From an optimization exercise on the open Yosys and OpenROAD flow, aimed at small area, a short achievable clock period and few clock cycles; shortcuts taken in it are not production practice.
No functional check of the RTL was part of any run shown here.
Power figures rest on the tool's default switching activity, not on a simulated workload.

`flow/run.sh`:
```
#!/bin/bash
# synth_recipe.tcl (not shown) runs the flow's synth.tcl, then flattens the netlist and writes it again
# the make line also repeats each setting of config.mk as NAME=value (left out here)
make -C /OpenROAD-flow-scripts/flow DESIGN_CONFIG=/design/flow/config.mk WORK_HOME=/design/flow/orfs CLKGATE_MAP_FILE= SYNTH_SCRIPT=/design/flow/synth_recipe.tcl finish
```
`flow/config.mk`:
```
export PLATFORM = sky130hd
export DESIGN_NAME = sparse_mac_top
export DESIGN_NICKNAME = sparse_mac_top
export VERILOG_FILES = /design/flow/design.v
export SDC_FILE = /design/flow/constraint.sdc
export NUM_CORES = 4
export LEC_CHECK = 0
export CAP_MARGIN = 20
export CORE_MARGIN = 2
export CORE_UTILIZATION = 40
export SLEW_MARGIN = 20
```
`flow/constraint.sdc`:
```
create_clock -name core_clock -period 7.0 [get_ports {mac_clk}]
set_input_delay 1.4000 -clock core_clock [delete_from_list [all_inputs] [get_ports {mac_clk}]]
set_output_delay 1.4000 -clock core_clock [all_outputs]
set_load 0.01 [all_outputs]
```
`flow/design.v`:
```
module sparse_mac_top
#(
    parameter int NUM_DECODERS = 2,
    parameter int VALUE_W = 16,
    parameter int INDEX_W = 16,
    parameter int DECODER_FIFO_DEPTH = 16,
    parameter int ACCUM_W = 32
)
(
    input mac_clk,
    input mac_rst,
    input [NUM_DECODERS-1:0] sram_valid_i,
    output [NUM_DECODERS-1:0] sram_ready_o,
    input [NUM_DECODERS*(1+VALUE_W+INDEX_W)-1:0] sram_data_i,
    output mac_valid_o,
    output [ACCUM_W-1:0] mac_data_o
);
localparam int DATA_W = 1 + VALUE_W + INDEX_W;
logic [INDEX_W-1:0] skip0, skip1;
logic [VALUE_W-1:0] val0, val1;
logic in_done0, in_done1;
assign {in_done0, val0, skip0} = sram_data_i[0 +: DATA_W];
assign {in_done1, val1, skip1} = sram_data_i[DATA_W +: DATA_W];
logic hv0, hv1;               
logic hd0, hd1;               
logic [VALUE_W-1:0] hval0;
logic [7:0] b_one, b_two, b_neg;    
logic b_top;                        
logic [INDEX_W:0] diff;       
logic [31:0] acc_s, acc_c;    
logic [31:0] res;             
logic mq;                     
logic fin, both, d_zero, d_neg, pop0, pop1, match, take0, take1;
assign fin    = (hv0 & hd0) | (hv1 & hd1);
assign both   = hv0 & hv1 & ~fin;
assign d_zero = (diff == '0);
assign d_neg  = diff[INDEX_W];
assign pop0   = both & ~d_neg;
assign pop1   = both & (d_neg | d_zero);
assign match  = both & d_zero;
assign sram_ready_o[0] = ~fin & (~hv0 | pop0);
assign sram_ready_o[1] = ~fin & (~hv1 | pop1);
assign take0 = sram_valid_i[0] & sram_ready_o[0];
assign take1 = sram_valid_i[1] & sram_ready_o[1];
logic [INDEX_W:0] s1x, n0x, c10, c01, c11, x11, y11;
assign s1x = {1'b0, skip1};
assign n0x = ~{1'b0, skip0};                  
assign c10 = diff + s1x + 1'b1;
assign c01 = diff + n0x;
assign x11 = diff ^ s1x ^ n0x;
assign y11 = {(diff[INDEX_W-1:0] & s1x[INDEX_W-1:0]) | (diff[INDEX_W-1:0] & n0x[INDEX_W-1:0])
              | (s1x[INDEX_W-1:0] & n0x[INDEX_W-1:0]), 1'b1};
assign c11 = x11 + y11;
logic [7:0] e_one, e_two, e_neg;
always_comb begin
    for (int j = 0; j < 8; j++) begin
        logic hi, mid, lo;
        hi  = val1[2*j+1];
        mid = val1[2*j];
        lo  = (j == 0) ? 1'b0 : val1[2*j-1];
        e_one[j] = mid ^ lo;
        e_two[j] = (hi & ~mid & ~lo) | (~hi & mid & lo);
        e_neg[j] = hi;
    end
end
logic [16:0] bpp [8];
logic [15:0] bpp8;
always_comb begin
    for (int j = 0; j < 8; j++)
        for (int i = 0; i < 17; i++)
            bpp[j][i] = ((b_one[j] & ((i < 16) ? hval0[i] : 1'b0))
                       | (b_two[j] & ((i > 0) ? hval0[i-1] : 1'b0))) ^ b_neg[j];
    for (int i = 0; i < 16; i++)
        bpp8[i] = b_top & hval0[i];
end
logic [31:0] tree_s, tree_c;
logic mt_0, mt_1, mt_2, mt_3, mt_4, mt_5, mt_6, mt_7, mt_8, mt_9, mt_10, mt_11;
logic mt_12, mt_13, mt_14, mt_15, mt_16, mt_17, mt_18, mt_19, mt_20, mt_21, mt_22, mt_23;
logic mt_24, mt_25, mt_26, mt_27, mt_28, mt_29, mt_30, mt_31, mt_32, mt_33, mt_34, mt_35;
logic mt_36, mt_37, mt_38, mt_39, mt_40, mt_41, mt_42, mt_43, mt_44, mt_45, mt_46, mt_47;
logic mt_48, mt_49, mt_50, mt_51, mt_52, mt_53, mt_54, mt_55, mt_56, mt_57, mt_58, mt_59;
logic mt_60, mt_61, mt_62, mt_63, mt_64, mt_65, mt_66, mt_67, mt_68, mt_69, mt_70, mt_71;
logic mt_72, mt_73, mt_74, mt_75, mt_76, mt_77, mt_78, mt_79, mt_80, mt_81, mt_82, mt_83;
logic mt_84, mt_85, mt_86, mt_87, mt_88, mt_89, mt_90, mt_91, mt_92, mt_93, mt_94, mt_95;
logic mt_96, mt_97, mt_98, mt_99, mt_100, mt_101, mt_102, mt_103, mt_104, mt_105, mt_106, mt_107;
logic mt_108, mt_109, mt_110, mt_111, mt_112, mt_113, mt_114, mt_115, mt_116, mt_117, mt_118, mt_119;
logic mt_120, mt_121, mt_122, mt_123, mt_124, mt_125, mt_126, mt_127, mt_128, mt_129, mt_130, mt_131;
logic mt_132, mt_133, mt_134, mt_135, mt_136, mt_137, mt_138, mt_139, mt_140, mt_141, mt_142, mt_143;
logic mt_144, mt_145, mt_146, mt_147, mt_148, mt_149, mt_150, mt_151, mt_152, mt_153, mt_154, mt_155;
logic mt_156, mt_157, mt_158, mt_159, mt_160, mt_161, mt_162, mt_163, mt_164, mt_165, mt_166, mt_167;
logic mt_168, mt_169, mt_170, mt_171, mt_172, mt_173, mt_174, mt_175, mt_176, mt_177, mt_178, mt_179;
logic mt_180, mt_181, mt_182, mt_183, mt_184, mt_185, mt_186, mt_187, mt_188, mt_189, mt_190, mt_191;
logic mt_192, mt_193, mt_194, mt_195, mt_196, mt_197, mt_198, mt_199, mt_200, mt_201, mt_202, mt_203;
logic mt_204, mt_205, mt_206, mt_207, mt_208, mt_209, mt_210, mt_211, mt_212, mt_213, mt_214, mt_215;
logic mt_216, mt_217, mt_218, mt_219, mt_220, mt_221, mt_222, mt_223, mt_224, mt_225, mt_226, mt_227;
logic mt_228, mt_229, mt_230, mt_231, mt_232, mt_233, mt_234, mt_235, mt_236, mt_237, mt_238, mt_239;
logic mt_240, mt_241, mt_242, mt_243, mt_244, mt_245, mt_246, mt_247, mt_248, mt_249, mt_250, mt_251;
logic mt_252, mt_253, mt_254, mt_255, mt_256, mt_257, mt_258, mt_259, mt_260, mt_261, mt_262, mt_263;
logic mt_264, mt_265, mt_266, mt_267, mt_268, mt_269, mt_270, mt_271, mt_272, mt_273, mt_274, mt_275;
logic mt_276, mt_277, mt_278, mt_279, mt_280, mt_281, mt_282, mt_283, mt_284, mt_285, mt_286, mt_287;
logic mt_288, mt_289, mt_290, mt_291, mt_292, mt_293, mt_294, mt_295, mt_296, mt_297, mt_298, mt_299;
logic mt_300, mt_301, mt_302, mt_303, mt_304, mt_305, mt_306, mt_307, mt_308, mt_309, mt_310, mt_311;
logic mt_312, mt_313, mt_314, mt_315, mt_316, mt_317, mt_318, mt_319, mt_320, mt_321, mt_322, mt_323;
logic mt_324, mt_325, mt_326, mt_327, mt_328, mt_329, mt_330, mt_331, mt_332, mt_333, mt_334, mt_335;
logic mt_336, mt_337, mt_338, mt_339, mt_340, mt_341, mt_342, mt_343, mt_344, mt_345, mt_346, mt_347;
logic mt_348, mt_349, mt_350, mt_351, mt_352, mt_353, mt_354, mt_355, mt_356, mt_357, mt_358, mt_359;
logic mt_360, mt_361, mt_362, mt_363, mt_364, mt_365, mt_366, mt_367, mt_368, mt_369, mt_370, mt_371;
logic mt_372, mt_373, mt_374, mt_375, mt_376, mt_377, mt_378, mt_379, mt_380, mt_381, mt_382, mt_383;
logic mt_384, mt_385, mt_386, mt_387, mt_388, mt_389, mt_390, mt_391;
assign mt_0 = acc_s[12] ^ acc_c[12];
assign mt_1 = acc_s[12] & acc_c[12];
assign mt_2 = acc_s[13] ^ acc_c[13];
assign mt_3 = acc_s[13] & acc_c[13];
assign mt_4 = acc_s[14] ^ acc_c[14] ^ bpp[0][14];
assign mt_5 = (acc_s[14] & acc_c[14]) | (acc_s[14] & bpp[0][14]) | (acc_c[14] & bpp[0][14]);
assign mt_6 = bpp[1][12] ^ bpp[2][10];
assign mt_7 = bpp[1][12] & bpp[2][10];
assign mt_8 = acc_s[15] ^ acc_c[15] ^ bpp[0][15];
assign mt_9 = (acc_s[15] & acc_c[15]) | (acc_s[15] & bpp[0][15]) | (acc_c[15] & bpp[0][15]);
assign mt_10 = bpp[1][13] ^ bpp[2][11];
assign mt_11 = bpp[1][13] & bpp[2][11];
assign mt_12 = acc_s[16] ^ acc_c[16] ^ bpp[0][16];
assign mt_13 = (acc_s[16] & acc_c[16]) | (acc_s[16] & bpp[0][16]) | (acc_c[16] & bpp[0][16]);
assign mt_14 = bpp[1][14] ^ bpp[2][12] ^ bpp[3][10];
assign mt_15 = (bpp[1][14] & bpp[2][12]) | (bpp[1][14] & bpp[3][10]) | (bpp[2][12] & bpp[3][10]);
assign mt_16 = acc_s[17] ^ acc_c[17] ^ b_neg[0];
assign mt_17 = (acc_s[17] & acc_c[17]) | (acc_s[17] & b_neg[0]) | (acc_c[17] & b_neg[0]);
assign mt_18 = bpp[1][15] ^ bpp[2][13] ^ bpp[3][11];
assign mt_19 = (bpp[1][15] & bpp[2][13]) | (bpp[1][15] & bpp[3][11]) | (bpp[2][13] & bpp[3][11]);
assign mt_20 = acc_s[18] ^ acc_c[18] ^ b_neg[0];
assign mt_21 = (acc_s[18] & acc_c[18]) | (acc_s[18] & b_neg[0]) | (acc_c[18] & b_neg[0]);
assign mt_22 = bpp[1][16] ^ bpp[2][14] ^ bpp[3][12];
assign mt_23 = (bpp[1][16] & bpp[2][14]) | (bpp[1][16] & bpp[3][12]) | (bpp[2][14] & bpp[3][12]);
assign mt_24 = acc_s[19] ^ acc_c[19] ^ ~b_neg[0];
assign mt_25 = (acc_s[19] & acc_c[19]) | (acc_s[19] & ~b_neg[0]) | (acc_c[19] & ~b_neg[0]);
assign mt_26 = ~b_neg[1] ^ bpp[2][15] ^ bpp[3][13];
assign mt_27 = (~b_neg[1] & bpp[2][15]) | (~b_neg[1] & bpp[3][13]) | (bpp[2][15] & bpp[3][13]);
assign mt_28 = acc_s[20] ^ acc_c[20] ^ 1'b1;
assign mt_29 = (acc_s[20] & acc_c[20]) | (acc_s[20] & 1'b1) | (acc_c[20] & 1'b1);
assign mt_30 = bpp[2][16] ^ bpp[3][14];
assign mt_31 = bpp[2][16] & bpp[3][14];
assign mt_32 = acc_s[21] ^ acc_c[21] ^ ~b_neg[2];
assign mt_33 = (acc_s[21] & acc_c[21]) | (acc_s[21] & ~b_neg[2]) | (acc_c[21] & ~b_neg[2]);
assign mt_34 = acc_s[22] ^ acc_c[22];
assign mt_35 = acc_s[22] & acc_c[22];
assign mt_36 = acc_s[6] ^ acc_c[6];
assign mt_37 = acc_s[6] & acc_c[6];
assign mt_38 = acc_s[7] ^ acc_c[7];
assign mt_39 = acc_s[7] & acc_c[7];
assign mt_40 = acc_s[8] ^ acc_c[8] ^ bpp[0][8];
assign mt_41 = (acc_s[8] & acc_c[8]) | (acc_s[8] & bpp[0][8]) | (acc_c[8] & bpp[0][8]);
assign mt_42 = bpp[1][6] ^ bpp[2][4];
assign mt_43 = bpp[1][6] & bpp[2][4];
assign mt_44 = acc_s[9] ^ acc_c[9] ^ bpp[0][9];
assign mt_45 = (acc_s[9] & acc_c[9]) | (acc_s[9] & bpp[0][9]) | (acc_c[9] & bpp[0][9]);
assign mt_46 = bpp[1][7] ^ bpp[2][5];
assign mt_47 = bpp[1][7] & bpp[2][5];
assign mt_48 = acc_s[10] ^ acc_c[10] ^ bpp[0][10];
assign mt_49 = (acc_s[10] & acc_c[10]) | (acc_s[10] & bpp[0][10]) | (acc_c[10] & bpp[0][10]);
assign mt_50 = bpp[1][8] ^ bpp[2][6] ^ bpp[3][4];
assign mt_51 = (bpp[1][8] & bpp[2][6]) | (bpp[1][8] & bpp[3][4]) | (bpp[2][6] & bpp[3][4]);
assign mt_52 = bpp[4][2] ^ bpp[5][0];
assign mt_53 = bpp[4][2] & bpp[5][0];
assign mt_54 = acc_s[11] ^ acc_c[11] ^ bpp[0][11];
assign mt_55 = (acc_s[11] & acc_c[11]) | (acc_s[11] & bpp[0][11]) | (acc_c[11] & bpp[0][11]);
assign mt_56 = bpp[1][9] ^ bpp[2][7] ^ bpp[3][5];
assign mt_57 = (bpp[1][9] & bpp[2][7]) | (bpp[1][9] & bpp[3][5]) | (bpp[2][7] & bpp[3][5]);
assign mt_58 = bpp[4][3] ^ bpp[5][1];
assign mt_59 = bpp[4][3] & bpp[5][1];
assign mt_60 = bpp[0][12] ^ bpp[1][10] ^ bpp[2][8];
assign mt_61 = (bpp[0][12] & bpp[1][10]) | (bpp[0][12] & bpp[2][8]) | (bpp[1][10] & bpp[2][8]);
assign mt_62 = bpp[3][6] ^ bpp[4][4] ^ bpp[5][2];
assign mt_63 = (bpp[3][6] & bpp[4][4]) | (bpp[3][6] & bpp[5][2]) | (bpp[4][4] & bpp[5][2]);
assign mt_64 = bpp[6][0] ^ b_neg[6] ^ mt_0;
assign mt_65 = (bpp[6][0] & b_neg[6]) | (bpp[6][0] & mt_0) | (b_neg[6] & mt_0);
assign mt_66 = bpp[0][13] ^ bpp[1][11] ^ bpp[2][9];
assign mt_67 = (bpp[0][13] & bpp[1][11]) | (bpp[0][13] & bpp[2][9]) | (bpp[1][11] & bpp[2][9]);
assign mt_68 = bpp[3][7] ^ bpp[4][5] ^ bpp[5][3];
assign mt_69 = (bpp[3][7] & bpp[4][5]) | (bpp[3][7] & bpp[5][3]) | (bpp[4][5] & bpp[5][3]);
assign mt_70 = bpp[6][1] ^ mt_2 ^ mt_1;
assign mt_71 = (bpp[6][1] & mt_2) | (bpp[6][1] & mt_1) | (mt_2 & mt_1);
assign mt_72 = bpp[3][8] ^ bpp[4][6] ^ bpp[5][4];
assign mt_73 = (bpp[3][8] & bpp[4][6]) | (bpp[3][8] & bpp[5][4]) | (bpp[4][6] & bpp[5][4]);
assign mt_74 = bpp[6][2] ^ bpp[7][0] ^ b_neg[7];
assign mt_75 = (bpp[6][2] & bpp[7][0]) | (bpp[6][2] & b_neg[7]) | (bpp[7][0] & b_neg[7]);
assign mt_76 = mt_4 ^ mt_6 ^ mt_3;
assign mt_77 = (mt_4 & mt_6) | (mt_4 & mt_3) | (mt_6 & mt_3);
assign mt_78 = bpp[3][9] ^ bpp[4][7] ^ bpp[5][5];
assign mt_79 = (bpp[3][9] & bpp[4][7]) | (bpp[3][9] & bpp[5][5]) | (bpp[4][7] & bpp[5][5]);
assign mt_80 = bpp[6][3] ^ bpp[7][1] ^ mt_8;
assign mt_81 = (bpp[6][3] & bpp[7][1]) | (bpp[6][3] & mt_8) | (bpp[7][1] & mt_8);
assign mt_82 = mt_10 ^ mt_5 ^ mt_7;
assign mt_83 = (mt_10 & mt_5) | (mt_10 & mt_7) | (mt_5 & mt_7);
assign mt_84 = bpp[4][8] ^ bpp[5][6] ^ bpp[6][4];
assign mt_85 = (bpp[4][8] & bpp[5][6]) | (bpp[4][8] & bpp[6][4]) | (bpp[5][6] & bpp[6][4]);
assign mt_86 = bpp[7][2] ^ bpp8[0] ^ mt_12;
assign mt_87 = (bpp[7][2] & bpp8[0]) | (bpp[7][2] & mt_12) | (bpp8[0] & mt_12);
assign mt_88 = mt_14 ^ mt_9 ^ mt_11;
assign mt_89 = (mt_14 & mt_9) | (mt_14 & mt_11) | (mt_9 & mt_11);
assign mt_90 = bpp[4][9] ^ bpp[5][7] ^ bpp[6][5];
assign mt_91 = (bpp[4][9] & bpp[5][7]) | (bpp[4][9] & bpp[6][5]) | (bpp[5][7] & bpp[6][5]);
assign mt_92 = bpp[7][3] ^ bpp8[1] ^ mt_16;
assign mt_93 = (bpp[7][3] & bpp8[1]) | (bpp[7][3] & mt_16) | (bpp8[1] & mt_16);
assign mt_94 = mt_18 ^ mt_13 ^ mt_15;
assign mt_95 = (mt_18 & mt_13) | (mt_18 & mt_15) | (mt_13 & mt_15);
assign mt_96 = bpp[4][10] ^ bpp[5][8] ^ bpp[6][6];
assign mt_97 = (bpp[4][10] & bpp[5][8]) | (bpp[4][10] & bpp[6][6]) | (bpp[5][8] & bpp[6][6]);
assign mt_98 = bpp[7][4] ^ bpp8[2] ^ mt_20;
assign mt_99 = (bpp[7][4] & bpp8[2]) | (bpp[7][4] & mt_20) | (bpp8[2] & mt_20);
assign mt_100 = mt_22 ^ mt_17 ^ mt_19;
assign mt_101 = (mt_22 & mt_17) | (mt_22 & mt_19) | (mt_17 & mt_19);
assign mt_102 = bpp[4][11] ^ bpp[5][9] ^ bpp[6][7];
assign mt_103 = (bpp[4][11] & bpp[5][9]) | (bpp[4][11] & bpp[6][7]) | (bpp[5][9] & bpp[6][7]);
assign mt_104 = bpp[7][5] ^ bpp8[3] ^ mt_24;
assign mt_105 = (bpp[7][5] & bpp8[3]) | (bpp[7][5] & mt_24) | (bpp8[3] & mt_24);
assign mt_106 = mt_26 ^ mt_21 ^ mt_23;
assign mt_107 = (mt_26 & mt_21) | (mt_26 & mt_23) | (mt_21 & mt_23);
assign mt_108 = bpp[4][12] ^ bpp[5][10] ^ bpp[6][8];
assign mt_109 = (bpp[4][12] & bpp[5][10]) | (bpp[4][12] & bpp[6][8]) | (bpp[5][10] & bpp[6][8]);
assign mt_110 = bpp[7][6] ^ bpp8[4] ^ mt_28;
assign mt_111 = (bpp[7][6] & bpp8[4]) | (bpp[7][6] & mt_28) | (bpp8[4] & mt_28);
assign mt_112 = mt_30 ^ mt_25 ^ mt_27;
assign mt_113 = (mt_30 & mt_25) | (mt_30 & mt_27) | (mt_25 & mt_27);
assign mt_114 = bpp[3][15] ^ bpp[4][13] ^ bpp[5][11];
assign mt_115 = (bpp[3][15] & bpp[4][13]) | (bpp[3][15] & bpp[5][11]) | (bpp[4][13] & bpp[5][11]);
assign mt_116 = bpp[6][9] ^ bpp[7][7] ^ bpp8[5];
assign mt_117 = (bpp[6][9] & bpp[7][7]) | (bpp[6][9] & bpp8[5]) | (bpp[7][7] & bpp8[5]);
assign mt_118 = mt_32 ^ mt_29 ^ mt_31;
assign mt_119 = (mt_32 & mt_29) | (mt_32 & mt_31) | (mt_29 & mt_31);
assign mt_120 = 1'b1 ^ bpp[3][16] ^ bpp[4][14];
assign mt_121 = (1'b1 & bpp[3][16]) | (1'b1 & bpp[4][14]) | (bpp[3][16] & bpp[4][14]);
assign mt_122 = bpp[5][12] ^ bpp[6][10] ^ bpp[7][8];
assign mt_123 = (bpp[5][12] & bpp[6][10]) | (bpp[5][12] & bpp[7][8]) | (bpp[6][10] & bpp[7][8]);
assign mt_124 = bpp8[6] ^ mt_34 ^ mt_33;
assign mt_125 = (bpp8[6] & mt_34) | (bpp8[6] & mt_33) | (mt_34 & mt_33);
assign mt_126 = acc_s[23] ^ acc_c[23] ^ ~b_neg[3];
assign mt_127 = (acc_s[23] & acc_c[23]) | (acc_s[23] & ~b_neg[3]) | (acc_c[23] & ~b_neg[3]);
assign mt_128 = bpp[4][15] ^ bpp[5][13] ^ bpp[6][11];
assign mt_129 = (bpp[4][15] & bpp[5][13]) | (bpp[4][15] & bpp[6][11]) | (bpp[5][13] & bpp[6][11]);
assign mt_130 = bpp[7][9] ^ bpp8[7] ^ mt_35;
assign mt_131 = (bpp[7][9] & bpp8[7]) | (bpp[7][9] & mt_35) | (bpp8[7] & mt_35);
assign mt_132 = acc_s[24] ^ acc_c[24] ^ 1'b1;
assign mt_133 = (acc_s[24] & acc_c[24]) | (acc_s[24] & 1'b1) | (acc_c[24] & 1'b1);
assign mt_134 = bpp[4][16] ^ bpp[5][14] ^ bpp[6][12];
assign mt_135 = (bpp[4][16] & bpp[5][14]) | (bpp[4][16] & bpp[6][12]) | (bpp[5][14] & bpp[6][12]);
assign mt_136 = bpp[7][10] ^ bpp8[8];
assign mt_137 = bpp[7][10] & bpp8[8];
assign mt_138 = acc_s[25] ^ acc_c[25] ^ ~b_neg[4];
assign mt_139 = (acc_s[25] & acc_c[25]) | (acc_s[25] & ~b_neg[4]) | (acc_c[25] & ~b_neg[4]);
assign mt_140 = bpp[5][15] ^ bpp[6][13] ^ bpp[7][11];
assign mt_141 = (bpp[5][15] & bpp[6][13]) | (bpp[5][15] & bpp[7][11]) | (bpp[6][13] & bpp[7][11]);
assign mt_142 = acc_s[26] ^ acc_c[26] ^ 1'b1;
assign mt_143 = (acc_s[26] & acc_c[26]) | (acc_s[26] & 1'b1) | (acc_c[26] & 1'b1);
assign mt_144 = bpp[5][16] ^ bpp[6][14];
assign mt_145 = bpp[5][16] & bpp[6][14];
assign mt_146 = acc_s[27] ^ acc_c[27] ^ ~b_neg[5];
assign mt_147 = (acc_s[27] & acc_c[27]) | (acc_s[27] & ~b_neg[5]) | (acc_c[27] & ~b_neg[5]);
assign mt_148 = acc_s[28] ^ acc_c[28];
assign mt_149 = acc_s[28] & acc_c[28];
assign mt_150 = acc_s[2] ^ acc_c[2];
assign mt_151 = acc_s[2] & acc_c[2];
assign mt_152 = acc_s[3] ^ acc_c[3];
assign mt_153 = acc_s[3] & acc_c[3];
assign mt_154 = acc_s[4] ^ acc_c[4] ^ bpp[0][4];
assign mt_155 = (acc_s[4] & acc_c[4]) | (acc_s[4] & bpp[0][4]) | (acc_c[4] & bpp[0][4]);
assign mt_156 = bpp[1][2] ^ bpp[2][0];
assign mt_157 = bpp[1][2] & bpp[2][0];
assign mt_158 = acc_s[5] ^ acc_c[5] ^ bpp[0][5];
assign mt_159 = (acc_s[5] & acc_c[5]) | (acc_s[5] & bpp[0][5]) | (acc_c[5] & bpp[0][5]);
assign mt_160 = bpp[1][3] ^ bpp[2][1];
assign mt_161 = bpp[1][3] & bpp[2][1];
assign mt_162 = bpp[0][6] ^ bpp[1][4] ^ bpp[2][2];
assign mt_163 = (bpp[0][6] & bpp[1][4]) | (bpp[0][6] & bpp[2][2]) | (bpp[1][4] & bpp[2][2]);
assign mt_164 = bpp[3][0] ^ b_neg[3] ^ mt_36;
assign mt_165 = (bpp[3][0] & b_neg[3]) | (bpp[3][0] & mt_36) | (b_neg[3] & mt_36);
assign mt_166 = bpp[0][7] ^ bpp[1][5] ^ bpp[2][3];
assign mt_167 = (bpp[0][7] & bpp[1][5]) | (bpp[0][7] & bpp[2][3]) | (bpp[1][5] & bpp[2][3]);
assign mt_168 = bpp[3][1] ^ mt_38 ^ mt_37;
assign mt_169 = (bpp[3][1] & mt_38) | (bpp[3][1] & mt_37) | (mt_38 & mt_37);
assign mt_170 = bpp[3][2] ^ bpp[4][0] ^ b_neg[4];
assign mt_171 = (bpp[3][2] & bpp[4][0]) | (bpp[3][2] & b_neg[4]) | (bpp[4][0] & b_neg[4]);
assign mt_172 = mt_40 ^ mt_42 ^ mt_39;
assign mt_173 = (mt_40 & mt_42) | (mt_40 & mt_39) | (mt_42 & mt_39);
assign mt_174 = bpp[3][3] ^ bpp[4][1] ^ mt_44;
assign mt_175 = (bpp[3][3] & bpp[4][1]) | (bpp[3][3] & mt_44) | (bpp[4][1] & mt_44);
assign mt_176 = mt_46 ^ mt_41 ^ mt_43;
assign mt_177 = (mt_46 & mt_41) | (mt_46 & mt_43) | (mt_41 & mt_43);
assign mt_178 = b_neg[5] ^ mt_48 ^ mt_50;
assign mt_179 = (b_neg[5] & mt_48) | (b_neg[5] & mt_50) | (mt_48 & mt_50);
assign mt_180 = mt_52 ^ mt_45 ^ mt_47;
assign mt_181 = (mt_52 & mt_45) | (mt_52 & mt_47) | (mt_45 & mt_47);
assign mt_182 = mt_54 ^ mt_56 ^ mt_58;
assign mt_183 = (mt_54 & mt_56) | (mt_54 & mt_58) | (mt_56 & mt_58);
assign mt_184 = mt_49 ^ mt_51 ^ mt_53;
assign mt_185 = (mt_49 & mt_51) | (mt_49 & mt_53) | (mt_51 & mt_53);
assign mt_186 = mt_60 ^ mt_62 ^ mt_64;
assign mt_187 = (mt_60 & mt_62) | (mt_60 & mt_64) | (mt_62 & mt_64);
assign mt_188 = mt_55 ^ mt_57 ^ mt_59;
assign mt_189 = (mt_55 & mt_57) | (mt_55 & mt_59) | (mt_57 & mt_59);
assign mt_190 = mt_66 ^ mt_68 ^ mt_70;
assign mt_191 = (mt_66 & mt_68) | (mt_66 & mt_70) | (mt_68 & mt_70);
assign mt_192 = mt_61 ^ mt_63 ^ mt_65;
assign mt_193 = (mt_61 & mt_63) | (mt_61 & mt_65) | (mt_63 & mt_65);
assign mt_194 = mt_72 ^ mt_74 ^ mt_76;
assign mt_195 = (mt_72 & mt_74) | (mt_72 & mt_76) | (mt_74 & mt_76);
assign mt_196 = mt_67 ^ mt_69 ^ mt_71;
assign mt_197 = (mt_67 & mt_69) | (mt_67 & mt_71) | (mt_69 & mt_71);
assign mt_198 = mt_78 ^ mt_80 ^ mt_82;
assign mt_199 = (mt_78 & mt_80) | (mt_78 & mt_82) | (mt_80 & mt_82);
assign mt_200 = mt_73 ^ mt_75 ^ mt_77;
assign mt_201 = (mt_73 & mt_75) | (mt_73 & mt_77) | (mt_75 & mt_77);
assign mt_202 = mt_84 ^ mt_86 ^ mt_88;
assign mt_203 = (mt_84 & mt_86) | (mt_84 & mt_88) | (mt_86 & mt_88);
assign mt_204 = mt_79 ^ mt_81 ^ mt_83;
assign mt_205 = (mt_79 & mt_81) | (mt_79 & mt_83) | (mt_81 & mt_83);
assign mt_206 = mt_90 ^ mt_92 ^ mt_94;
assign mt_207 = (mt_90 & mt_92) | (mt_90 & mt_94) | (mt_92 & mt_94);
assign mt_208 = mt_85 ^ mt_87 ^ mt_89;
assign mt_209 = (mt_85 & mt_87) | (mt_85 & mt_89) | (mt_87 & mt_89);
assign mt_210 = mt_96 ^ mt_98 ^ mt_100;
assign mt_211 = (mt_96 & mt_98) | (mt_96 & mt_100) | (mt_98 & mt_100);
assign mt_212 = mt_91 ^ mt_93 ^ mt_95;
assign mt_213 = (mt_91 & mt_93) | (mt_91 & mt_95) | (mt_93 & mt_95);
assign mt_214 = mt_102 ^ mt_104 ^ mt_106;
assign mt_215 = (mt_102 & mt_104) | (mt_102 & mt_106) | (mt_104 & mt_106);
assign mt_216 = mt_97 ^ mt_99 ^ mt_101;
assign mt_217 = (mt_97 & mt_99) | (mt_97 & mt_101) | (mt_99 & mt_101);
assign mt_218 = mt_108 ^ mt_110 ^ mt_112;
assign mt_219 = (mt_108 & mt_110) | (mt_108 & mt_112) | (mt_110 & mt_112);
assign mt_220 = mt_103 ^ mt_105 ^ mt_107;
assign mt_221 = (mt_103 & mt_105) | (mt_103 & mt_107) | (mt_105 & mt_107);
assign mt_222 = mt_114 ^ mt_116 ^ mt_118;
assign mt_223 = (mt_114 & mt_116) | (mt_114 & mt_118) | (mt_116 & mt_118);
assign mt_224 = mt_109 ^ mt_111 ^ mt_113;
assign mt_225 = (mt_109 & mt_111) | (mt_109 & mt_113) | (mt_111 & mt_113);
assign mt_226 = mt_120 ^ mt_122 ^ mt_124;
assign mt_227 = (mt_120 & mt_122) | (mt_120 & mt_124) | (mt_122 & mt_124);
assign mt_228 = mt_115 ^ mt_117 ^ mt_119;
assign mt_229 = (mt_115 & mt_117) | (mt_115 & mt_119) | (mt_117 & mt_119);
assign mt_230 = mt_126 ^ mt_128 ^ mt_130;
assign mt_231 = (mt_126 & mt_128) | (mt_126 & mt_130) | (mt_128 & mt_130);
assign mt_232 = mt_121 ^ mt_123 ^ mt_125;
assign mt_233 = (mt_121 & mt_123) | (mt_121 & mt_125) | (mt_123 & mt_125);
assign mt_234 = mt_132 ^ mt_134 ^ mt_136;
assign mt_235 = (mt_132 & mt_134) | (mt_132 & mt_136) | (mt_134 & mt_136);
assign mt_236 = mt_127 ^ mt_129 ^ mt_131;
assign mt_237 = (mt_127 & mt_129) | (mt_127 & mt_131) | (mt_129 & mt_131);
assign mt_238 = bpp8[9] ^ mt_138 ^ mt_140;
assign mt_239 = (bpp8[9] & mt_138) | (bpp8[9] & mt_140) | (mt_138 & mt_140);
assign mt_240 = mt_133 ^ mt_135 ^ mt_137;
assign mt_241 = (mt_133 & mt_135) | (mt_133 & mt_137) | (mt_135 & mt_137);
assign mt_242 = bpp[7][12] ^ bpp8[10] ^ mt_142;
assign mt_243 = (bpp[7][12] & bpp8[10]) | (bpp[7][12] & mt_142) | (bpp8[10] & mt_142);
assign mt_244 = mt_144 ^ mt_139 ^ mt_141;
assign mt_245 = (mt_144 & mt_139) | (mt_144 & mt_141) | (mt_139 & mt_141);
assign mt_246 = bpp[6][15] ^ bpp[7][13] ^ bpp8[11];
assign mt_247 = (bpp[6][15] & bpp[7][13]) | (bpp[6][15] & bpp8[11]) | (bpp[7][13] & bpp8[11]);
assign mt_248 = mt_146 ^ mt_143 ^ mt_145;
assign mt_249 = (mt_146 & mt_143) | (mt_146 & mt_145) | (mt_143 & mt_145);
assign mt_250 = 1'b1 ^ bpp[6][16] ^ bpp[7][14];
assign mt_251 = (1'b1 & bpp[6][16]) | (1'b1 & bpp[7][14]) | (bpp[6][16] & bpp[7][14]);
assign mt_252 = bpp8[12] ^ mt_148 ^ mt_147;
assign mt_253 = (bpp8[12] & mt_148) | (bpp8[12] & mt_147) | (mt_148 & mt_147);
assign mt_254 = acc_s[29] ^ acc_c[29] ^ ~b_neg[6];
assign mt_255 = (acc_s[29] & acc_c[29]) | (acc_s[29] & ~b_neg[6]) | (acc_c[29] & ~b_neg[6]);
assign mt_256 = bpp[7][15] ^ bpp8[13] ^ mt_149;
assign mt_257 = (bpp[7][15] & bpp8[13]) | (bpp[7][15] & mt_149) | (bpp8[13] & mt_149);
assign mt_258 = acc_s[30] ^ acc_c[30] ^ 1'b1;
assign mt_259 = (acc_s[30] & acc_c[30]) | (acc_s[30] & 1'b1) | (acc_c[30] & 1'b1);
assign mt_260 = bpp[7][16] ^ bpp8[14];
assign mt_261 = bpp[7][16] & bpp8[14];
assign mt_262 = acc_s[31] ^ acc_c[31] ^ ~b_neg[7];
assign mt_263 = (acc_s[31] & acc_c[31]) | (acc_s[31] & ~b_neg[7]) | (acc_c[31] & ~b_neg[7]);
assign mt_264 = acc_s[0] ^ acc_c[0];
assign mt_265 = acc_s[0] & acc_c[0];
assign mt_266 = acc_s[1] ^ acc_c[1];
assign mt_267 = acc_s[1] & acc_c[1];
assign mt_268 = bpp[0][2] ^ bpp[1][0] ^ b_neg[1];
assign mt_269 = (bpp[0][2] & bpp[1][0]) | (bpp[0][2] & b_neg[1]) | (bpp[1][0] & b_neg[1]);
assign mt_270 = bpp[0][3] ^ bpp[1][1] ^ mt_152;
assign mt_271 = (bpp[0][3] & bpp[1][1]) | (bpp[0][3] & mt_152) | (bpp[1][1] & mt_152);
assign mt_272 = b_neg[2] ^ mt_154 ^ mt_156;
assign mt_273 = (b_neg[2] & mt_154) | (b_neg[2] & mt_156) | (mt_154 & mt_156);
assign mt_274 = mt_158 ^ mt_160 ^ mt_155;
assign mt_275 = (mt_158 & mt_160) | (mt_158 & mt_155) | (mt_160 & mt_155);
assign mt_276 = mt_162 ^ mt_164 ^ mt_159;
assign mt_277 = (mt_162 & mt_164) | (mt_162 & mt_159) | (mt_164 & mt_159);
assign mt_278 = mt_166 ^ mt_168 ^ mt_163;
assign mt_279 = (mt_166 & mt_168) | (mt_166 & mt_163) | (mt_168 & mt_163);
assign mt_280 = mt_170 ^ mt_172 ^ mt_167;
assign mt_281 = (mt_170 & mt_172) | (mt_170 & mt_167) | (mt_172 & mt_167);
assign mt_282 = mt_174 ^ mt_176 ^ mt_171;
assign mt_283 = (mt_174 & mt_176) | (mt_174 & mt_171) | (mt_176 & mt_171);
assign mt_284 = mt_178 ^ mt_180 ^ mt_175;
assign mt_285 = (mt_178 & mt_180) | (mt_178 & mt_175) | (mt_180 & mt_175);
assign mt_286 = mt_182 ^ mt_184 ^ mt_179;
assign mt_287 = (mt_182 & mt_184) | (mt_182 & mt_179) | (mt_184 & mt_179);
assign mt_288 = mt_186 ^ mt_188 ^ mt_183;
assign mt_289 = (mt_186 & mt_188) | (mt_186 & mt_183) | (mt_188 & mt_183);
assign mt_290 = mt_190 ^ mt_192 ^ mt_187;
assign mt_291 = (mt_190 & mt_192) | (mt_190 & mt_187) | (mt_192 & mt_187);
assign mt_292 = mt_194 ^ mt_196 ^ mt_191;
assign mt_293 = (mt_194 & mt_196) | (mt_194 & mt_191) | (mt_196 & mt_191);
assign mt_294 = mt_198 ^ mt_200 ^ mt_195;
assign mt_295 = (mt_198 & mt_200) | (mt_198 & mt_195) | (mt_200 & mt_195);
assign mt_296 = mt_202 ^ mt_204 ^ mt_199;
assign mt_297 = (mt_202 & mt_204) | (mt_202 & mt_199) | (mt_204 & mt_199);
assign mt_298 = mt_206 ^ mt_208 ^ mt_203;
assign mt_299 = (mt_206 & mt_208) | (mt_206 & mt_203) | (mt_208 & mt_203);
assign mt_300 = mt_210 ^ mt_212 ^ mt_207;
assign mt_301 = (mt_210 & mt_212) | (mt_210 & mt_207) | (mt_212 & mt_207);
assign mt_302 = mt_214 ^ mt_216 ^ mt_211;
assign mt_303 = (mt_214 & mt_216) | (mt_214 & mt_211) | (mt_216 & mt_211);
assign mt_304 = mt_218 ^ mt_220 ^ mt_215;
assign mt_305 = (mt_218 & mt_220) | (mt_218 & mt_215) | (mt_220 & mt_215);
assign mt_306 = mt_222 ^ mt_224 ^ mt_219;
assign mt_307 = (mt_222 & mt_224) | (mt_222 & mt_219) | (mt_224 & mt_219);
assign mt_308 = mt_226 ^ mt_228 ^ mt_223;
assign mt_309 = (mt_226 & mt_228) | (mt_226 & mt_223) | (mt_228 & mt_223);
assign mt_310 = mt_230 ^ mt_232 ^ mt_227;
assign mt_311 = (mt_230 & mt_232) | (mt_230 & mt_227) | (mt_232 & mt_227);
assign mt_312 = mt_234 ^ mt_236 ^ mt_231;
assign mt_313 = (mt_234 & mt_236) | (mt_234 & mt_231) | (mt_236 & mt_231);
assign mt_314 = mt_238 ^ mt_240 ^ mt_235;
assign mt_315 = (mt_238 & mt_240) | (mt_238 & mt_235) | (mt_240 & mt_235);
assign mt_316 = mt_242 ^ mt_244 ^ mt_239;
assign mt_317 = (mt_242 & mt_244) | (mt_242 & mt_239) | (mt_244 & mt_239);
assign mt_318 = mt_246 ^ mt_248 ^ mt_243;
assign mt_319 = (mt_246 & mt_248) | (mt_246 & mt_243) | (mt_248 & mt_243);
assign mt_320 = mt_250 ^ mt_252 ^ mt_247;
assign mt_321 = (mt_250 & mt_252) | (mt_250 & mt_247) | (mt_252 & mt_247);
assign mt_322 = mt_254 ^ mt_256 ^ mt_251;
assign mt_323 = (mt_254 & mt_256) | (mt_254 & mt_251) | (mt_256 & mt_251);
assign mt_324 = mt_258 ^ mt_260 ^ mt_255;
assign mt_325 = (mt_258 & mt_260) | (mt_258 & mt_255) | (mt_260 & mt_255);
assign mt_326 = bpp8[15] ^ mt_262 ^ mt_259;
assign mt_327 = (bpp8[15] & mt_262) | (bpp8[15] & mt_259) | (mt_262 & mt_259);
assign mt_328 = bpp[0][0] ^ b_neg[0];
assign mt_329 = bpp[0][0] & b_neg[0];
assign mt_330 = bpp[0][1] ^ mt_266 ^ mt_265;
assign mt_331 = (bpp[0][1] & mt_266) | (bpp[0][1] & mt_265) | (mt_266 & mt_265);
assign mt_332 = mt_150 ^ mt_268 ^ mt_267;
assign mt_333 = (mt_150 & mt_268) | (mt_150 & mt_267) | (mt_268 & mt_267);
assign mt_334 = mt_151 ^ mt_270 ^ mt_269;
assign mt_335 = (mt_151 & mt_270) | (mt_151 & mt_269) | (mt_270 & mt_269);
assign mt_336 = mt_153 ^ mt_272 ^ mt_271;
assign mt_337 = (mt_153 & mt_272) | (mt_153 & mt_271) | (mt_272 & mt_271);
assign mt_338 = mt_157 ^ mt_274 ^ mt_273;
assign mt_339 = (mt_157 & mt_274) | (mt_157 & mt_273) | (mt_274 & mt_273);
assign mt_340 = mt_161 ^ mt_276 ^ mt_275;
assign mt_341 = (mt_161 & mt_276) | (mt_161 & mt_275) | (mt_276 & mt_275);
assign mt_342 = mt_165 ^ mt_278 ^ mt_277;
assign mt_343 = (mt_165 & mt_278) | (mt_165 & mt_277) | (mt_278 & mt_277);
assign mt_344 = mt_169 ^ mt_280 ^ mt_279;
assign mt_345 = (mt_169 & mt_280) | (mt_169 & mt_279) | (mt_280 & mt_279);
assign mt_346 = mt_173 ^ mt_282 ^ mt_281;
assign mt_347 = (mt_173 & mt_282) | (mt_173 & mt_281) | (mt_282 & mt_281);
assign mt_348 = mt_177 ^ mt_284 ^ mt_283;
assign mt_349 = (mt_177 & mt_284) | (mt_177 & mt_283) | (mt_284 & mt_283);
assign mt_350 = mt_181 ^ mt_286 ^ mt_285;
assign mt_351 = (mt_181 & mt_286) | (mt_181 & mt_285) | (mt_286 & mt_285);
assign mt_352 = mt_185 ^ mt_288 ^ mt_287;
assign mt_353 = (mt_185 & mt_288) | (mt_185 & mt_287) | (mt_288 & mt_287);
assign mt_354 = mt_189 ^ mt_290 ^ mt_289;
assign mt_355 = (mt_189 & mt_290) | (mt_189 & mt_289) | (mt_290 & mt_289);
assign mt_356 = mt_193 ^ mt_292 ^ mt_291;
assign mt_357 = (mt_193 & mt_292) | (mt_193 & mt_291) | (mt_292 & mt_291);
assign mt_358 = mt_197 ^ mt_294 ^ mt_293;
assign mt_359 = (mt_197 & mt_294) | (mt_197 & mt_293) | (mt_294 & mt_293);
assign mt_360 = mt_201 ^ mt_296 ^ mt_295;
assign mt_361 = (mt_201 & mt_296) | (mt_201 & mt_295) | (mt_296 & mt_295);
assign mt_362 = mt_205 ^ mt_298 ^ mt_297;
assign mt_363 = (mt_205 & mt_298) | (mt_205 & mt_297) | (mt_298 & mt_297);
assign mt_364 = mt_209 ^ mt_300 ^ mt_299;
assign mt_365 = (mt_209 & mt_300) | (mt_209 & mt_299) | (mt_300 & mt_299);
assign mt_366 = mt_213 ^ mt_302 ^ mt_301;
assign mt_367 = (mt_213 & mt_302) | (mt_213 & mt_301) | (mt_302 & mt_301);
assign mt_368 = mt_217 ^ mt_304 ^ mt_303;
assign mt_369 = (mt_217 & mt_304) | (mt_217 & mt_303) | (mt_304 & mt_303);
assign mt_370 = mt_221 ^ mt_306 ^ mt_305;
assign mt_371 = (mt_221 & mt_306) | (mt_221 & mt_305) | (mt_306 & mt_305);
assign mt_372 = mt_225 ^ mt_308 ^ mt_307;
assign mt_373 = (mt_225 & mt_308) | (mt_225 & mt_307) | (mt_308 & mt_307);
assign mt_374 = mt_229 ^ mt_310 ^ mt_309;
assign mt_375 = (mt_229 & mt_310) | (mt_229 & mt_309) | (mt_310 & mt_309);
assign mt_376 = mt_233 ^ mt_312 ^ mt_311;
assign mt_377 = (mt_233 & mt_312) | (mt_233 & mt_311) | (mt_312 & mt_311);
assign mt_378 = mt_237 ^ mt_314 ^ mt_313;
assign mt_379 = (mt_237 & mt_314) | (mt_237 & mt_313) | (mt_314 & mt_313);
assign mt_380 = mt_241 ^ mt_316 ^ mt_315;
assign mt_381 = (mt_241 & mt_316) | (mt_241 & mt_315) | (mt_316 & mt_315);
assign mt_382 = mt_245 ^ mt_318 ^ mt_317;
assign mt_383 = (mt_245 & mt_318) | (mt_245 & mt_317) | (mt_318 & mt_317);
assign mt_384 = mt_249 ^ mt_320 ^ mt_319;
assign mt_385 = (mt_249 & mt_320) | (mt_249 & mt_319) | (mt_320 & mt_319);
assign mt_386 = mt_253 ^ mt_322 ^ mt_321;
assign mt_387 = (mt_253 & mt_322) | (mt_253 & mt_321) | (mt_322 & mt_321);
assign mt_388 = mt_257 ^ mt_324 ^ mt_323;
assign mt_389 = (mt_257 & mt_324) | (mt_257 & mt_323) | (mt_324 & mt_323);
assign mt_390 = mt_261 ^ mt_326 ^ mt_325;
assign mt_391 = (mt_261 & mt_326) | (mt_261 & mt_325) | (mt_326 & mt_325);
assign tree_s[0] = mt_264;
assign tree_c[0] = mt_328;
assign tree_s[1] = mt_330;
assign tree_c[1] = mt_329;
assign tree_s[2] = mt_332;
assign tree_c[2] = mt_331;
assign tree_s[3] = mt_334;
assign tree_c[3] = mt_333;
assign tree_s[4] = mt_336;
assign tree_c[4] = mt_335;
assign tree_s[5] = mt_338;
assign tree_c[5] = mt_337;
assign tree_s[6] = mt_340;
assign tree_c[6] = mt_339;
assign tree_s[7] = mt_342;
assign tree_c[7] = mt_341;
assign tree_s[8] = mt_344;
assign tree_c[8] = mt_343;
assign tree_s[9] = mt_346;
assign tree_c[9] = mt_345;
assign tree_s[10] = mt_348;
assign tree_c[10] = mt_347;
assign tree_s[11] = mt_350;
assign tree_c[11] = mt_349;
assign tree_s[12] = mt_352;
assign tree_c[12] = mt_351;
assign tree_s[13] = mt_354;
assign tree_c[13] = mt_353;
assign tree_s[14] = mt_356;
assign tree_c[14] = mt_355;
assign tree_s[15] = mt_358;
assign tree_c[15] = mt_357;
assign tree_s[16] = mt_360;
assign tree_c[16] = mt_359;
assign tree_s[17] = mt_362;
assign tree_c[17] = mt_361;
assign tree_s[18] = mt_364;
assign tree_c[18] = mt_363;
assign tree_s[19] = mt_366;
assign tree_c[19] = mt_365;
assign tree_s[20] = mt_368;
assign tree_c[20] = mt_367;
assign tree_s[21] = mt_370;
assign tree_c[21] = mt_369;
assign tree_s[22] = mt_372;
assign tree_c[22] = mt_371;
assign tree_s[23] = mt_374;
assign tree_c[23] = mt_373;
assign tree_s[24] = mt_376;
assign tree_c[24] = mt_375;
assign tree_s[25] = mt_378;
assign tree_c[25] = mt_377;
assign tree_s[26] = mt_380;
assign tree_c[26] = mt_379;
assign tree_s[27] = mt_382;
assign tree_c[27] = mt_381;
assign tree_s[28] = mt_384;
assign tree_c[28] = mt_383;
assign tree_s[29] = mt_386;
assign tree_c[29] = mt_385;
assign tree_s[30] = mt_388;
assign tree_c[30] = mt_387;
assign tree_s[31] = mt_390;
assign tree_c[31] = mt_389;
always_ff @(posedge mac_clk or negedge mac_rst) begin
    if (~mac_rst) begin
        hv0   <= 1'b0;
        hv1   <= 1'b0;
        diff  <= '0;
        acc_s <= '0;
        acc_c <= '0;
        mq    <= 1'b0;
    end else begin
        hv0 <= take0 | (hv0 & ~pop0);
        hv1 <= take1 | (hv1 & ~pop1);
        case ({take1, take0})
            2'b00: diff <= diff;
            2'b01: diff <= c01;
            2'b10: diff <= c10;
            2'b11: diff <= c11;
        endcase
        mq <= match;
        if (match) begin
            acc_s <= tree_s;
            acc_c <= tree_c;
        end
    end
end
always_ff @(posedge mac_clk) begin
    res <= acc_s + acc_c;
    if (take0) begin
        hval0 <= val0;
        hd0   <= in_done0;
    end
    if (take1) begin
        b_one <= e_one;
        b_two <= e_two;
        b_neg <= e_neg;
        b_top <= val1[15];
        hd1   <= in_done1;
    end
end
assign mac_valid_o = fin & ~mq;
assign mac_data_o  = res;
endmodule
```
==> out/metrics.yaml, run 1 <==
grt_use_total_pct: 20.2
ys_seq_area_share_pct: 24.2
ioPinCount: 105
ant_nets: 0
cts.hold.buffers_added: 0
slew-limit-headroom_pct: 25.7
synth_area_leaders: "fa_1 22%, dfrtp_1 13%, edfxtp_1 7.6%, ha_1 7.3%, xnor2_1 6.9%"
hold_class: "reg -> reg"
cts-root-buf: "clkbuf_16"
viasPerCell: 5.38
die-area_sq_um: 43000
setup_viol: 0
die_h_um: 207
powerDensity_nw_per_um2: 390
layout_min_cycle_time_ns: 4.41
vdd_drop_max_mv: 0.198
finalSetupTns_ns: 0
hold-worst-slack_ns: 0.495
leakage_nw: 8.19
drt_iter0_drc: 865
async_reset_ff_share_pct: 53.2
final_hold_viol_count: 0
die_w_um: 207
seqCellArea_sq_um: 4000
nFillCells: 3822
cp_max_fo: 12
syn_inst: 1733
portBuffers: 104
setup_ws_ns: 2.59
maxCapViolCount: 0
cts_buffer_depth: 2
drcViolationCount: 0
period_share_pct: 63.0
totalWireLength_um: 42100
endpoint_kind: "register"
clkTransAtPathRegs_ns: 0.07
cts_buffers: 17
post-cts-setup-buffers: 0
grt_pass1_vias: 12800
path_delay_family: "adder cells"
final_nets: 2108
start_util_pct: 40.6
syn_nets: 2079
cpMostUsedCell: "fa_1"
finalMaxSlewViolations: 0
drive_above_1_share_pct: 4.96
run_status: "finished clean"
cts.sinks: 158
gp_congestion: 0.911
wire_per_inst_um: 18.2
synth_area_sq_um: 16600
path_class: "reg -> reg"
path_buf_inv: 2
fp-row-count: 74
slowest_delay_ns: 0.65
grt-ovfl-total: 0
crit_required_ns: 7.33
yosys_register_bits: 158
synth.distinct_cells: 75
crit_arrival_ns: 4.74
place_ws_ns: 2.28
grt_max_degree: 56
hpwl_um: 33100
num_vias: 12400
synth_flop_cell: "dfrtp_1"
htreeDepth: 4
cp_cell_sequence: "inv_1 -> xnor2_1 -> fa_1 -> fa_1 -> fa_1 -> fa_1 -> inv_1 -> fa_1 -> mux2_1"
multi_input_area_sq_um: 11100
fmax_mhz: 227
grt_antenna_before_repair: 6
rsz0062_at_grt: "false"
clock_skew_ns: 0.0102
grt_pass1_wl_um: 69300
critPathSlowestCell: "inv_1"
synth_largest_area_cell: "fa_1"
drt_first_pass_iters: 5
clock_latency_ns: 0.46
fin_area_sq_um: 18600
dpl_cell_area_sq_um: 18000
tritoncts: "built"
tightest_slew_ns: 1.11
cts-resized-gates: 0
synth_top_area_share_pct: 21.6
synth_edf_count: 42
synth.avg_cell_area_sq_um: 9.56
yosysWarnings: 2
startpoint_type: "register"
coreArea_sq_um: 40800
areaGrowthSynthToFinish_pct: 12.0
==> state kept, by name, indices dropped and copies added (netlist names), 7 cells and up <==
register  cells
b_neg         7
b_two         8
b_one         8
acc_c        32
hval0        16
res          32
acc_s        32
diff         17
==> cells in the mapped netlist (3+ instances only) <==
cell type	instances
nand2_1	101
edfxtp_1	42
and2_1	9
o21bai_1	7
mux2_1	10
a31oi_1	8
inv_1	276
nand3b_1	7
o31ai_1	3
inv_2	3
dfrtp_1	84
or3_1	10
xnor2_1	131
buf_2	4
or2_2	5
nor3_1	22
clkbuf_1	99
nor2b_1	16
mux2i_1	6
a21o_1	18
mux2_2	24
nor4_1	5
nand4_1	8
o211ai_1	10
nor2_1	53
o31a_1	6
nand3_1	11
xor2_1	73
a21oi_1	60
ha_1	97
o21ai_1	7
a311oi_1	4
a22oi_1	121
o21ai_0	75
nand2b_1	17
fa_1	179
o21a_1	15
o221ai_1	3
a211oi_1	16
o41ai_1	5
and3_1	6
dfxtp_1	32
==> layer usage <==
metal	vias to the layer above	part of all wire, %	global-route usage [%]
li1	5852	-	-
met1	6162	45	27.4
met2	384	47	32.8
met3	51	5.7	3.49
met4	0	2.2	6.90
met5	-	0	0
==> layout make-up <==
cell class / count / area share, %
multi-input cells: 1191 / 59.9
flip-flops and latches: 158 / 21.6
repair buffers: 115 / 6.04
inverters: 279 / 5.64
well taps: 532 / 3.59
clock buffers: 18 / 2.37
clock inverters: 14 / 0.769
diodes: 6 / 0.0809
==> power by group <==
group	internal, mW	switching [mW]	leakage (nW)	total [mW]
Clock	0.532	0.401	0.275	0.934
Sequential	1.05	0.259	1.77	1.31
Combinational	2.20	2.79	6.14	4.99
Total	3.79	3.45	8.19	7.24
==> cell families after synthesis <==
kind of cell / count (synthesis) / share of synthesized area [%]
compound gates: 390 / 16.3
xor+xnor: 204 / 10.8
fa+ha+maj: 276 / 29.0
buf+inv: 384 / 8.73
flops: 158 / 24.2
mux: 42 / 2.95
simple gates: 279 / 8.14
==> final timing paths <==
path | startpoint | endpoint | slack, ns | cells past startpoint
max in group asynchronous | mac_rst | acc_s[4] | 5.01 | 2
min in group asynchronous | mac_rst | acc_s[27] | 0.88 | 1
min | acc_s[28] | acc_s[28] | 0.50 | 1
max | b_neg[3] | acc_c[18] | 2.59 | 9
max reg2reg | b_neg[3] | acc_c[18] | 2.59 | 9
min reg2reg | acc_s[28] | acc_s[28] | 0.50 | 1
==> cells in the final DEF (no fill, tap or decap), types with 9 or more instances in the layout <==
master	instances
inv_1	276
fa_1	179
xnor2_1	131
a22oi_1	121
clkdlybuf4s50_1	103
nand2_1	101
ha_1	97
dfrtp_1	84
o21ai_0	75
xor2_1	73
a21oi_1	60
nor2_1	53
edfxtp_1	42
dfxtp_1	32
mux2_2	24
nor3_1	22
a21o_1	18
nand2b_1	17
clkbuf_16	17
nor2b_1	16
a211oi_1	16
o21a_1	15
buf_4	12
nand3_1	11
or3_1	10
o211ai_1	10
mux2_1	10
and2_1	9
==> stage by stage <==
step           util, %  total power, mW  std cells
2_1_floorplan        -             5.03       1733
3_3_place_gp      44.0             6.20       2275
3_5_place_dp      44.0             6.30       2275
4_1_cts           45.4             7.28       2307
5_1_grt           45.4             8.14       2307
6_report          45.4             7.24       2313
==> run 2, diff against run 1 <==
--- a/flow/config.mk
+++ b/flow/config.mk
@@ -5,7 +5,9 @@
 export SDC_FILE = /design/flow/constraint.sdc
 export NUM_CORES = 4
 export LEC_CHECK = 0
+export ABC_CLOCK_PERIOD_IN_PS = 3500
 export CAP_MARGIN = 20
 export CORE_MARGIN = 2
 export CORE_UTILIZATION = 40
+export SETUP_SLACK_MARGIN = 3.5
 export SLEW_MARGIN = 20
==> out/metrics.yaml, run 2 <==
run_status: "finished clean"
totalWireLength_um: 44400  # +5.7%
hold_class: "reg -> reg"
fin_area_sq_um: 20600  # +11%
cts_buffer_depth: 2  # unchanged
min_path_cells: 1  # unchanged
pwr-share-clk_pct: 11.9  # -1.0 points
p_int_mw: 4.31  # +14%
finalSetupTns_ns: 0  # unchanged
synth_edf_count: 42  # unchanged
die_w_um: 207  # unchanged
reg2reg_setup_slack_ns: 3.08  # +0.49 ns
grt_pass1_wl_um: 72300  # +4.3%
cts-root-buf: "clkbuf_16"
gp_congestion: 0.930  # +2.1%
most-common-layout-cells: "245 x inv_1, 147 x fa_1, 122 x xnor2_1, 108 x buf_4, 100 x nand2_1"
drcViolationCount: 0  # unchanged
cts.sinks: 158  # unchanged
synth_top_cells_by_count: "276 x inv_1, 179 x fa_1, 131 x xnor2_1"
synth.distinct_cells: 75  # unchanged
synth_flop_cell: "dfrtp_1"
final_cells: 2442  # +5.6%
num_vias: 13000  # +4.4%
fmax_mhz: 255  # +13%
yosys_register_bits: 158  # unchanged
grt-ovfl-total: 0  # unchanged
finalMaxSlewViolations: 0  # unchanged
layout_min_cycle_time_ns: 3.92  # -0.493 ns
switchingPower_mw: 3.77  # +9.4%
htreeDepth: 4  # unchanged
wire_per_inst_um: 18.2  # about the same
grt_antenna_before_repair: 2  # -4
crit_arrival_ns: 4.26  # -0.48 ns
synth_area_sq_um: 16600  # unchanged
dpl.cell_count: 2273  # -0.088%
vdd_drop_max_mv: 0.196  # -0.78%
die-area_sq_um: 43000  # unchanged
die_h_um: 207  # unchanged
ys_seq_area_share_pct: 24.2  # unchanged
portBuffers: 104  # unchanged
period_share_pct: 56.0  # -7.0 points
final_hold_viol_count: 0  # unchanged
final_core_util_pct: 50.4  # +4.9 points
grt_pass1_vias: 13400  # +4.8%
start_util_pct: 40.6  # unchanged
min_from: "acc_s[28]"
synth_largest_area_cell: "fa_1"
timing.rr.end: "acc_s[17]"
reg_top3: "acc_c x32, acc_s x32, res x32"
yosysWarnings: 2  # unchanged
grt_max_degree: 86  # +54%
reg2reg_depth: 10  # +1
drive_above_1_share_pct: 21.7  # +17 points
r2r_start: "b_two[1]"
cts_buffers: 17  # unchanged
drt_iter0_drc: 830  # -4.0%
synth_top_area_share_pct: 21.6  # unchanged
endpoint_kind: "register"
cp_max_fo: 3  # -9
slew-limit-headroom_pct: 39.8  # +14 points
syn_nets: 2079  # unchanged
fp-row-count: 74  # unchanged
yosysMostFrequentCell: "inv_1"
path_class: "reg -> reg"
tritoncts: "built"
async_reset_ff_share_pct: 53.2  # unchanged
pwr-share-seq_pct: 15.0  # -3.1 points
syn_inst: 1733  # unchanged
final_common_cell: "inv_1"
synth.avg_cell_area_sq_um: 9.56  # unchanged
synth_area_leaders: "fa_1 22%, dfrtp_1 13%, edfxtp_1 7.6%, ha_1 7.3%, xnor2_1 6.9%"
hold_end: "acc_s[28]"
grt_use_total_pct: 21.1  # +0.88 points
hold-worst-slack_ns: 0.499  # +0.00424 ns
switching_share_pct: 46.6  # -1.0 points
hpwl_um: 32900  # -0.70%
clock_latency_ns: 0.46  # about the same
rsz0062_at_grt: "true"
powerDensity_nw_per_um2: 393  # +0.80%
startpoint_type: "register"
clock_skew_ns: 0.0140  # +0.00382 ns
viasPerCell: 5.32  # -1.1%
cts.hold.buffers_added: 0  # unchanged
leakage_nw: 9.03  # +10%
coreArea_sq_um: 40800  # unchanged
areaGrowthSynthToFinish_pct: 24.2
clkTransAtPathRegs_ns: 0.07  # about the same
ioPinCount: 105  # unchanged
ant_nets: 0  # unchanged
drt_first_pass_iters: 5  # unchanged
final_nets: 2242  # +6.4%
maxCapViolCount: 0  # unchanged
crit_required_ns: 7.34  # about the same
tightest_slew_ns: 0.904  # -0.211 ns
dpl_cell_area_sq_um: 18200  # +1.2%
setup_viol: 0  # unchanged
combPwrFrac_pct: 73.2  # +4.2 points
[run 2: layout make-up]
| cell class | count | area (sq um) |
|---|---|---|
| Antenna cell | 1 | 2.50 |
| Clock buffer | 17 | 425 |
| Clock inverter | 15 | 170 |
| Fill cell | 3698 | 20300 |
| Inverter | 279 | 1070 |
| Multi-Input combinational cell | 1191 | 11900 |
| Sequential cell | 158 | 4020 |
| Tap cell | 532 | 666 |
| Timing Repair Buffer | 249 | 2330 |
[run 2: power by group through the flow]
stage	sequential (mW)	combinational, mW	clock (mW)
after floorplan	1.13	4.09	0
after global placement	1.32	5.00	0
after detailed placement	1.32	5.14	0
after CTS	1.20	5.73	0.988
after global routing	1.22	6.79	1.02
final	1.21	5.92	0.959
[run 2: repair_timing]
| action | 4_1_cts | 5_1_grt |
|---|---|---|
| pin swaps | 97 | 66 |
| setup buffers | 114 | 22 |
| gates resized for setup | 181 | 78 |
| endpoints found under the setup margin | 98 | 48 |
[run 2: per-layer routing]
metal	vias to the layer above	track usage, %	wire (um)
li1	6116	-	-
met1	6423	27.6	19300
met2	376	35.3	21700
met3	84	3.56	2250
met4	2	7.46	1190
met5	-	0	16
[run 2: logic make-up after synthesis]
| kind of cell | after synthesis | synth area share, % |
|---|---|---|
| flops | 158 | 24.2 |
| mux | 42 | 2.95 |
| buf+inv | 384 | 8.73 |
| simple gates | 279 | 8.14 |
| fa+ha+maj | 276 | 29.0 |
| compound gates | 390 | 16.3 |
| xor+xnor | 204 | 10.8 |
[run 2: metrics by stage]
stage / power, mW / setup WS, ns
3_3_place_gp: 6.32 / 2.31
6_report: 8.09 / 3.08
5_1_grt: 9.04 / 3.01
3_5_place_dp: 6.46 / 2.25
2_1_floorplan: 5.22 / 3.15
4_1_cts: 7.92 / 3.18
[run 2: worst max-delay path by stage]
stage	startpoint	end	slack, ns	depth (start not counted)
after floorplan	sram_data_i[34]	diff[15]	3.15	12
after global placement	sram_data_i[34]	diff[15]	2.31	13
after global routing	b_two[1]	acc_s[17]	3.01	10
after CTS	hval0[14]	acc_s[14]	3.18	13
after detailed placement	sram_data_i[34]	diff[15]	2.25	13
final	b_two[1]	acc_s[17]	3.08	10
[run 2: critical path: stages (launching register included)]
cell	delay (ns)
edfxtp_1	0.50
buf_6	0.16
a22oi_2	0.23
xor2_2	0.12
fa_1	0.63
fa_1	0.45
fa_2	0.55
fa_1	0.41
inv_1	0.08
fa_2	0.42
mux2_2	0.26

## what the ideal ports hide
Ports are ideal in the flow. The routed layouts listed here were re-timed in OpenROAD.
Step 1 assumes that a clkbuf_16 drives the clock port and a buf_2 every other input.
Step 2 moves the port delays by t, midway between the first and last clock arrival at a register: inputs arrive t later, outputs are due t later. That takes back most of the time a late clock gives input paths.
a / b / c = ideal ports / drivers / drivers and shift; a / b = the first two.
run	shift t [ns]	setup WS [ns]	hold WS [ns]	pins driven straight from the clock port
run 1	0.505	2.588 / 2.588 / 2.255	0.495 / 0.495 / 0.495	1
run 2	0.507	3.081 / 3.081 / 2.947	0.499 / 0.499 / 0.499	1
After both steps setup and hold are still met in every run listed. The setup slack of run 1, which loses most, moves by 0.000 ns with the drivers and by -0.333 ns with both steps.
